Background: an optimization exercise with open tools, aiming at a short achievable clock period and few clock cycles. Do not read the settings as production practice. No functional check of the RTL was part of this run. Power figures rest on the tool's default switching activity, not on a simulated workload.

==> flow/design.v <==
module ALU(
    input  [31:0] a,
    input  [31:0] b,
    input         cin,
    input         slt,
    output [31:0] result
    );
    wire [32:0] sum = {1'b0, a} + {1'b0, b} + {32'b0, cin};
    assign result = slt ? {31'b0, ~sum[32]} : sum[31:0];
endmodule
module CSA_Level #(parameter N = 3, parameter M = 2)(
    input  [32*N-1:0] in,
    output [32*M-1:0] out
    );
    localparam G = N / 3;
    genvar g;
    generate
        for (g = 0; g < G; g = g + 1) begin : grp
            wire [31:0] x = in[32*(3*g)   +: 32];
            wire [31:0] y = in[32*(3*g+1) +: 32];
            wire [31:0] z = in[32*(3*g+2) +: 32];
            wire [31:0] mj = (x & y) | (x & z) | (y & z);
            assign out[32*(2*g)   +: 32] = x ^ y ^ z;
            assign out[32*(2*g+1) +: 32] = {mj[30:0], 1'b0};
        end
        if (N % 3 != 0) begin : rest
            assign out[32*M-1 : 32*(2*G)] = in[32*N-1 : 32*(3*G)];
        end
    endgenerate
endmodule
module Mul_CSA(
    input  [31:0] a,
    input  [31:0] b,
    output [31:0] s,
    output [31:0] c
    );
    function integer nxt(input integer n);
        nxt = 2 * (n / 3) + (n % 3);
    endfunction
    localparam L0 = 32;
    localparam L1 = nxt(L0);
    localparam L2 = nxt(L1);
    localparam L3 = nxt(L2);
    localparam L4 = nxt(L3);
    localparam L5 = nxt(L4);
    localparam L6 = nxt(L5);
    localparam L7 = nxt(L6);
    localparam L8 = nxt(L7);
    wire [32*L0-1:0] r0;
    genvar i;
    generate
        for (i = 0; i < 32; i = i + 1) begin : pp
            wire [31:0] sh = a << i;
            assign r0[32*i +: 32] = b[i] ? sh : 32'b0;
        end
    endgenerate
    wire [32*L1-1:0] r1;
    wire [32*L2-1:0] r2;
    wire [32*L3-1:0] r3;
    wire [32*L4-1:0] r4;
    wire [32*L5-1:0] r5;
    wire [32*L6-1:0] r6;
    wire [32*L7-1:0] r7;
    wire [32*L8-1:0] r8;
    CSA_Level #(L0, L1) c1(r0, r1);
    CSA_Level #(L1, L2) c2(r1, r2);
    CSA_Level #(L2, L3) c3(r2, r3);
    CSA_Level #(L3, L4) c4(r3, r4);
    CSA_Level #(L4, L5) c5(r4, r5);
    CSA_Level #(L5, L6) c6(r5, r6);
    CSA_Level #(L6, L7) c7(r6, r7);
    CSA_Level #(L7, L8) c8(r7, r8);
    assign s = r8[31:0];
    assign c = r8[63:32];
endmodule
`timescale 1ns / 1ps
module Adder(
    input [31:0] A,
    input [31:0] B,
    output [31:0] C
    );
    assign C = A + B;
endmodule
module Control_Unit(
    input  [5:0] Opcode,
    output       is_r,
    output       is_addi,
    output       is_lw,
    output       is_sw,
    output       is_beq,
    output       is_j
    );
    assign is_r    = (Opcode == 6'h00);
    assign is_addi = (Opcode == 6'h08);
    assign is_lw   = (Opcode == 6'h23);
    assign is_sw   = (Opcode == 6'h2B);
    assign is_beq  = (Opcode == 6'h04);
    assign is_j    = (Opcode == 6'h02);
endmodule
module Data_Memory(
    input          clk,
    input          reset,
    input  [99:0]  wsel,
    input          WE,
    input  [31:0]  WD,
    input  [99:0]  rsel,
    output [31:0]  RD,
    output [15:0]  test_value
    );
    reg [31:0] mem [0:99];
    genvar i;
    generate
        for (i = 0; i < 100; i = i + 1) begin : words
            always @(posedge clk, negedge reset) begin
                if (!reset)
                    mem[i] <= 32'b0;
                else if (WE && wsel[i])
                    mem[i] <= WD;
            end
        end
    endgenerate
    reg [31:0] rd_or;
    integer k;
    always @(*) begin
        rd_or = 32'b0;
        for (k = 0; k < 100; k = k + 1)
            rd_or = rd_or | ({32{rsel[k]}} & mem[k]);
    end
    assign RD = rd_or;
    assign test_value = mem[0][15:0];
endmodule
`timescale 1ns / 1ps
module Mux
    #(parameter bits_num = 32)(
    input [bits_num-1:0] in1,
    input [bits_num-1:0] in2,
    input sel,
    output [bits_num-1:0] out
    );
    assign out = (sel)?(in1):(in2);
endmodule
`timescale 1ns / 1ps
module Program_Counter(
    input clk,
    input reset,
    input [31:0] PC_in,
    output reg [31:0] PC_out
    );
    always @(posedge clk,negedge reset) begin
        if(!reset)
            PC_out <= 'b0;
        else
            PC_out <= PC_in;
    end
endmodule
module Reg_File(
    input         clk,
    input         reset,
    input  [31:0] S1,
    input  [31:0] S2,
    input         WEA,
    input  [4:0]  AA,
    input  [31:0] WDA,
    input         WEB,
    input  [4:0]  AB,
    input  [31:0] WDB,
    output [31:0] RD1,
    output [31:0] RD2
    );
    reg [31:0] r [0:31];
    genvar i;
    generate
        for (i = 0; i < 32; i = i + 1) begin : regs
            always @(posedge clk, negedge reset) begin
                if (!reset)
                    r[i] <= 32'b0;
                else if (WEA && AA == i)
                    r[i] <= WDA;
                else if (WEB && AB == i)
                    r[i] <= WDB;
            end
        end
    endgenerate
    reg [31:0] rd1, rd2;
    integer k;
    always @(*) begin
        rd1 = 32'b0;
        rd2 = 32'b0;
        for (k = 0; k < 32; k = k + 1) begin
            rd1 = rd1 | ({32{S1[k]}} & r[k]);
            rd2 = rd2 | ({32{S2[k]}} & r[k]);
        end
    end
    assign RD1 = rd1;
    assign RD2 = rd2;
endmodule
`timescale 1ns / 1ps
module Shift_Left_Twice
    #(parameter bits_num = 32)(
    input [bits_num-1:0] in,
    output [bits_num-1:0] out
    );
    assign out = in<<2;
endmodule
`timescale 1ns / 1ps
module Sign_Extend(
    input [15:0] Instr,
    output [31:0] SignImm
    );
    assign SignImm = {{16{Instr[15]}},Instr[15:0]};
endmodule
module Datapath(
    input         clk,
    input         reset,
    input  [31:0] instr,
    output [31:0] pc,
    output        dmem_we,
    output [31:0] dmem_addr,
    output [31:0] dmem_wdata,
    output [15:0] test_value
    );
    reg  [31:2] pc_r;
    wire [31:2] pc4 = pc_r + 30'd1;
    wire [4:0]  rs = instr[25:21];
    wire [4:0]  rt = instr[20:16];
    wire [4:0]  rd = instr[15:11];
    wire [5:0]  fn = instr[5:0];
    wire [31:0] imm;
    Sign_Extend se(.Instr(instr[15:0]), .SignImm(imm));
    wire is_r, is_addi, is_lw, is_sw, is_beq, is_j;
    Control_Unit cu(
        .Opcode(instr[31:26]),
        .is_r(is_r), .is_addi(is_addi), .is_lw(is_lw), .is_sw(is_sw),
        .is_beq(is_beq), .is_j(is_j)
    );
    wire is_mul = is_r & (fn == 6'h1C);
    wire is_sub = is_r & (fn == 6'h22);
    wire is_slt = is_r & (fn == 6'h2A);
    wire use_a  = is_r | is_addi | is_lw | is_sw | is_beq;
    wire use_b  = is_r | is_sw | is_beq;
    wire wr     = is_r | is_addi | is_lw;
    wire [4:0] dst = is_r ? rd : rt;
    reg         x_wa;       
    reg         x_mul;      
    reg         x_ld, x_st, x_slt, x_cin;
    reg  [4:0]  x_rd;
    reg  [31:0] x_a, x_b, x_wd;
    reg         w_st;       
    reg  [31:0] w_addr;     
    reg  [31:0] w_wdata;    
    reg         w_sv;       
    reg  [6:0]  w_lo;       
    reg  [99:0] w_wen;      
    reg  [31:0] w_mwd;      
    reg         m_v;
    reg  [4:0]  m_rd;
    reg  [31:0] m_s, m_c;
    wire [31:0] m_res = m_s + m_c;
    wire [31:0] alu_res;
    ALU alu(.a(x_a), .b(x_b), .cin(x_cin), .slt(x_slt), .result(alu_res));
    wire [7:0]  lo = {1'b0, x_a[6:0]} + {1'b0, x_b[6:0]};
    wire [31:7] hx = x_a[31:7] ^ x_b[31:7];
    wire [31:7] hc = {x_a[30:7] | x_b[30:7], lo[7]};
    wire        hz = (hx == hc);
    wire [99:0] sel;
    genvar i;
    generate
        for (i = 0; i < 100; i = i + 1) begin : dec
            assign sel[i] = hz & (lo[6:0] == i);
        end
    endgenerate
    wire [31:0] mem_rd;
    Data_Memory dm(
        .clk(clk), .reset(reset),
        .wsel(w_wen), .WE(1'b1), .WD(w_mwd),
        .rsel(sel), .RD(mem_rd),
        .test_value(test_value)
    );
    wire byp = w_sv & hz & (w_lo == lo[6:0]);
    wire [31:0] ld_data = byp ? w_mwd : mem_rd;
    wire [31:0] x_res = x_ld ? ld_data : alu_res;
    wire [31:0] mul_s, mul_c;
    Mul_CSA mul(.a(x_a), .b(x_b), .s(mul_s), .c(mul_c));
    wire [31:0] rf_a, rf_b;
    Reg_File rf(
        .clk(clk), .reset(reset),
        .S1(32'b1 << rs), .S2(32'b1 << rt),
        .WEA(x_wa), .AA(x_rd), .WDA(x_res),
        .WEB(m_v), .AB(m_rd), .WDB(m_res),
        .RD1(rf_a), .RD2(rf_b)
    );
    wire xa_hit = x_wa  & (x_rd == rs);
    wire xa_mul = x_mul & (x_rd == rs);
    wire ma_hit = m_v   & (m_rd == rs);
    wire xb_hit = x_wa  & (x_rd == rt);
    wire xb_mul = x_mul & (x_rd == rt);
    wire mb_hit = m_v   & (m_rd == rt);
    wire [31:0] a_val = xa_hit ? x_res : ma_hit ? m_res : rf_a;
    wire [31:0] b_val = xb_hit ? x_res : mb_hit ? m_res : rf_b;
    wire stall = (use_a & xa_mul) | (use_b & xb_mul);
    wire        taken = is_beq & (a_val == b_val);
    wire [31:2] btgt  = pc4 + imm[29:0];
    wire [31:2] jt    = {pc4[31:28], instr[25:0]};
    localparam NF = 2;
    reg  [NF-1:0] fv;
    reg  [31:2]   fkey [0:NF-1];
    reg  [31:2]   ftgt [0:NF-1];
    reg           fptr;
    reg  [31:2]   prev_pc;     
    reg           prev_seq;    
    reg  [31:2]   fold_tgt;
    reg           fold_hit;
    integer fk;
    always @(*) begin
        fold_hit = 1'b0;
        fold_tgt = 30'b0;
        for (fk = 0; fk < NF; fk = fk + 1)
            if (fv[fk] && fkey[fk] == pc_r) begin
                fold_hit = 1'b1;
                fold_tgt = fold_tgt | ftgt[fk];
            end
    end
    wire learn = ~stall & is_j & prev_seq;
    integer fr;
    always @(posedge clk, negedge reset) begin
        if (!reset) begin
            pc_r     <= 30'b0;
            prev_pc  <= 30'b0;
            prev_seq <= 1'b0;
            fv       <= {NF{1'b0}};
            fptr     <= 1'b0;
            for (fr = 0; fr < NF; fr = fr + 1) begin
                fkey[fr] <= 30'b0;
                ftgt[fr] <= 30'b0;
            end
        end else if (!stall) begin
            pc_r     <= taken ? btgt : is_j ? jt : fold_hit ? fold_tgt : pc4;
            prev_pc  <= pc_r;
            prev_seq <= ~taken & ~is_j & ~fold_hit;
            if (learn) begin
                fv[fptr]   <= 1'b1;
                fkey[fptr] <= prev_pc;
                ftgt[fptr] <= jt;
                fptr       <= ~fptr;
            end
        end
    end
    always @(posedge clk, negedge reset) begin
        if (!reset) begin
            x_wa <= 1'b0; x_mul <= 1'b0; x_ld <= 1'b0; x_st <= 1'b0;
            x_slt <= 1'b0; x_cin <= 1'b0; x_rd <= 5'b0;
            x_a <= 32'b0; x_b <= 32'b0; x_wd <= 32'b0;
            w_st <= 1'b0; w_addr <= 32'b0; w_wdata <= 32'b0;
            w_sv <= 1'b0; w_lo <= 7'b0; w_wen <= 100'b0; w_mwd <= 32'b0;
            m_v <= 1'b0; m_rd <= 5'b0; m_s <= 32'b0; m_c <= 32'b0;
        end else begin
            x_wa  <= ~stall & wr & ~is_mul;
            x_mul <= ~stall & is_mul;
            x_st  <= ~stall & is_sw;
            x_ld  <= is_lw;
            x_slt <= is_slt;
            x_cin <= is_sub | is_slt;
            x_rd  <= dst;
            x_a   <= a_val;
            x_b   <= (is_addi | is_lw | is_sw) ? imm :
                     (is_sub | is_slt) ? ~b_val : b_val;
            x_wd  <= b_val;
            w_st    <= x_st;
            w_addr  <= alu_res;
            w_wdata <= x_wd;
            w_sv    <= x_st & hz & (lo[6:0] < 7'd100);
            w_lo    <= lo[6:0];
            w_wen   <= {100{x_st}} & sel;
            if (x_st)
                w_mwd <= x_wd;
            m_v  <= x_mul;
            m_rd <= x_rd;
            m_s  <= mul_s;
            m_c  <= mul_c;
        end
    end
    assign pc         = {pc_r, 2'b00};
    assign dmem_we    = w_st;
    assign dmem_addr  = w_addr;
    assign dmem_wdata = w_wdata;
endmodule
module MIPS_Top(
    input clk,
    input reset,
    input [31:0] instr,
    output [31:0] pc,
    output dmem_we,
    output [31:0] dmem_addr,
    output [31:0] dmem_wdata,
    output [15:0] test_value
    );
    Datapath dp(
        .clk(clk),
        .reset(reset),
        .instr(instr),
        .pc(pc),
        .dmem_we(dmem_we),
        .dmem_addr(dmem_addr),
        .dmem_wdata(dmem_wdata),
        .test_value(test_value)
    );
endmodule
==> flow/flow/run.sh <==
#!/bin/bash
# The standard layout (the standard.sh, unchanged synthesis), with the
# timing repair steps asked to leave a setup margin, so that they keep
# working on the paths after the design's period is met.
set -euo pipefail
bash standard.sh SETUP_SLACK_MARGIN=15.5 finish > standard.log 2>&1
==> flow/standard.sh <==
#!/bin/bash
# synth_recipe.tcl (not shown) runs the flow's synth.tcl, then flattens the netlist and writes it again
# the make line also repeats each setting of config.mk as NAME=value (left out here)
make -C /OpenROAD-flow-scripts/flow DESIGN_CONFIG=/design/flow/config.mk WORK_HOME=/design/flow/orfs CLKGATE_MAP_FILE= SYNTH_SCRIPT=/design/flow/synth_recipe.tcl "${@:-finish}"
==> flow/config.mk <==
export PLATFORM = sky130hd
export DESIGN_NAME = MIPS_Top
export DESIGN_NICKNAME = MIPS_Top
export VERILOG_FILES = /design/flow/design.v
export SDC_FILE = /design/flow/constraint.sdc
export NUM_CORES = 8
export LEC_CHECK = 0
export CAP_MARGIN = 20
export CORE_MARGIN = 2
export CORE_UTILIZATION = 55
export PLACE_DENSITY = 0.65
export SLEW_MARGIN = 20
==> flow/constraint.sdc <==
create_clock -name core_clock -period 21.0 [get_ports {clk}]
set_input_delay 4.2000 -clock core_clock [delete_from_list [all_inputs] [get_ports {clk}]]
set_output_delay 4.2000 -clock core_clock [all_outputs]
set_load 0.01 [all_outputs]
==> run notes <==
-- Yosys cell counts (203+ instances only) --
library cell / number / area [um2]
sky130_fd_sc_hd__a22o_1: 314 / 2750
sky130_fd_sc_hd__fa_1: 418 / 8370
sky130_fd_sc_hd__mux2_2: 3537 / 39800
sky130_fd_sc_hd__nand4_1: 396 / 2480
sky130_fd_sc_hd__and2_1: 291 / 1820
sky130_fd_sc_hd__buf_1: 380 / 1430
sky130_fd_sc_hd__a21oi_1: 1102 / 5520
sky130_fd_sc_hd__nand2_1: 1699 / 6380
sky130_fd_sc_hd__nor2_1: 1456 / 5470
sky130_fd_sc_hd__ha_1: 203 / 2540
sky130_fd_sc_hd__nand3_1: 366 / 1830
sky130_fd_sc_hd__dfrtp_1: 4781 / 120000
sky130_fd_sc_hd__mux2i_1: 353 / 3530
sky130_fd_sc_hd__a22oi_1: 1419 / 10700
sky130_fd_sc_hd__nor3_1: 237 / 1190
sky130_fd_sc_hd__a211oi_1: 238 / 1790
sky130_fd_sc_hd__xnor2_1: 223 / 1950
sky130_fd_sc_hd__o21ai_0: 953 / 4770
sky130_fd_sc_hd__clkbuf_1: 1641 / 6160
sky130_fd_sc_hd__inv_1: 510 / 1910
sky130_fd_sc_hd__a221oi_1: 227 / 1990
-- layer usage --
metal  overflow  GRT usage
met1          0      0.786
met2         19      0.876
met5          0      0.315
met3          5      0.594
met4         20      0.679
-- power groups by stage --
| stage | Sequential [W] | Combinational, W | Clock [W] |
|---|---|---|---|
| 2_1_floorplan | 0.00972 | 0.00124 | 0 |
| 3_3_place_gp | 0.00993 | 0.00254 | 0 |
| 3_5_place_dp | 0.00993 | 0.00255 | 0 |
| 4_1_cts | 0.00969 | 0.00354 | 0.00982 |
-- per-stage QoR --
step           setup WS, ns  power, W
2_1_floorplan         12.65    0.0110
3_3_place_gp           7.84    0.0125
3_5_place_dp           7.74    0.0125
4_1_cts               12.34    0.0231
-- what timing repair did --
item,in CTS
setup buffers,1064
hold buffers,0
gates resized for setup,3312
gates cloned,169
pin swaps,443
endpoints found under the setup margin,3655
hold endpoints to repair,0
-- worst min-delay path by stage --
stage	to	slack (ns)	cells after the start
CTS	dp.w_wdata[27]	0.36	0
detailed placement	dp.w_wdata[22]	0.37	0
global placement	dp.w_wdata[22]	0.36	0
floorplan	dp.w_wdata[0]	0.35	0
-- cells by family after synthesis --
| group | after synthesis | synth area share |
|---|---|---|
| AOI/OAI and AO/OA | 5229 | 0.145 |
| and+or+nand+nor | 4939 | 0.0921 |
| DFF | 4781 | 0.485 |
| muxes | 3894 | 0.176 |
| buffers and inverters | 2801 | 0.0447 |
| adders and majority gates | 621 | 0.0443 |
| xor gates and xnor gates | 345 | 0.0126 |
| other | 1 | 0.0000152 |
==> flow_summary.yaml <==
die:
  num_rows: 245
  die_height_um: 673
  floorplan.initialDensity: 0.553
  pin_count: 147
  die_w_um: 673
synth:
  post_synth_inst_count: 22600
  synthArstFlopShare: 1.00
  syn-mean-instance-area_um2: 10.9
  netlist_area_um2: 247000
  synth_sequential_area_ratio: 0.485
  number_of_warnings_reported_in_the_yosys_synthesis_log: 7
  synth_edf_count: 0
  synth_seq_cells: 4781
  unique_cell_type_count_in_the_yosys_netlist: 117
  ys_dominant_reg_cell: "sky130_fd_sc_hd__dfrtp_1"
grt:
  grt_use_total: 0.742
  grt-ovfl-total: 44
  pin_count_of_the_biggest_net_entering_global_routing: 168
  first_global_vias: 235000
  grt_pass1_wl_mm: 2260
place:
  port-buffer-count: 144
  dpl-instance-area_um2: 258000
  post-place-cells: 27400
  detailedPlacementHpwl_mm: 958
  routabilityCongestion: 1.14
clocking:
  ctsHtreeMaxLevel: 6
  cts.sink_count: 4781
  clockBufferDepth: 4
  clk_root_buffer_cell: "sky130_fd_sc_hd__clkbuf_16"
  numCtsBuffers: 530
outcome:
  stop_stage: "global routing (5_1_grt)"
  outcome: "stopped before the end"
  error_message: "[ERROR GRT-0116] Global routing finished with congestion. Check the congestion regions in the DRC Viewer."
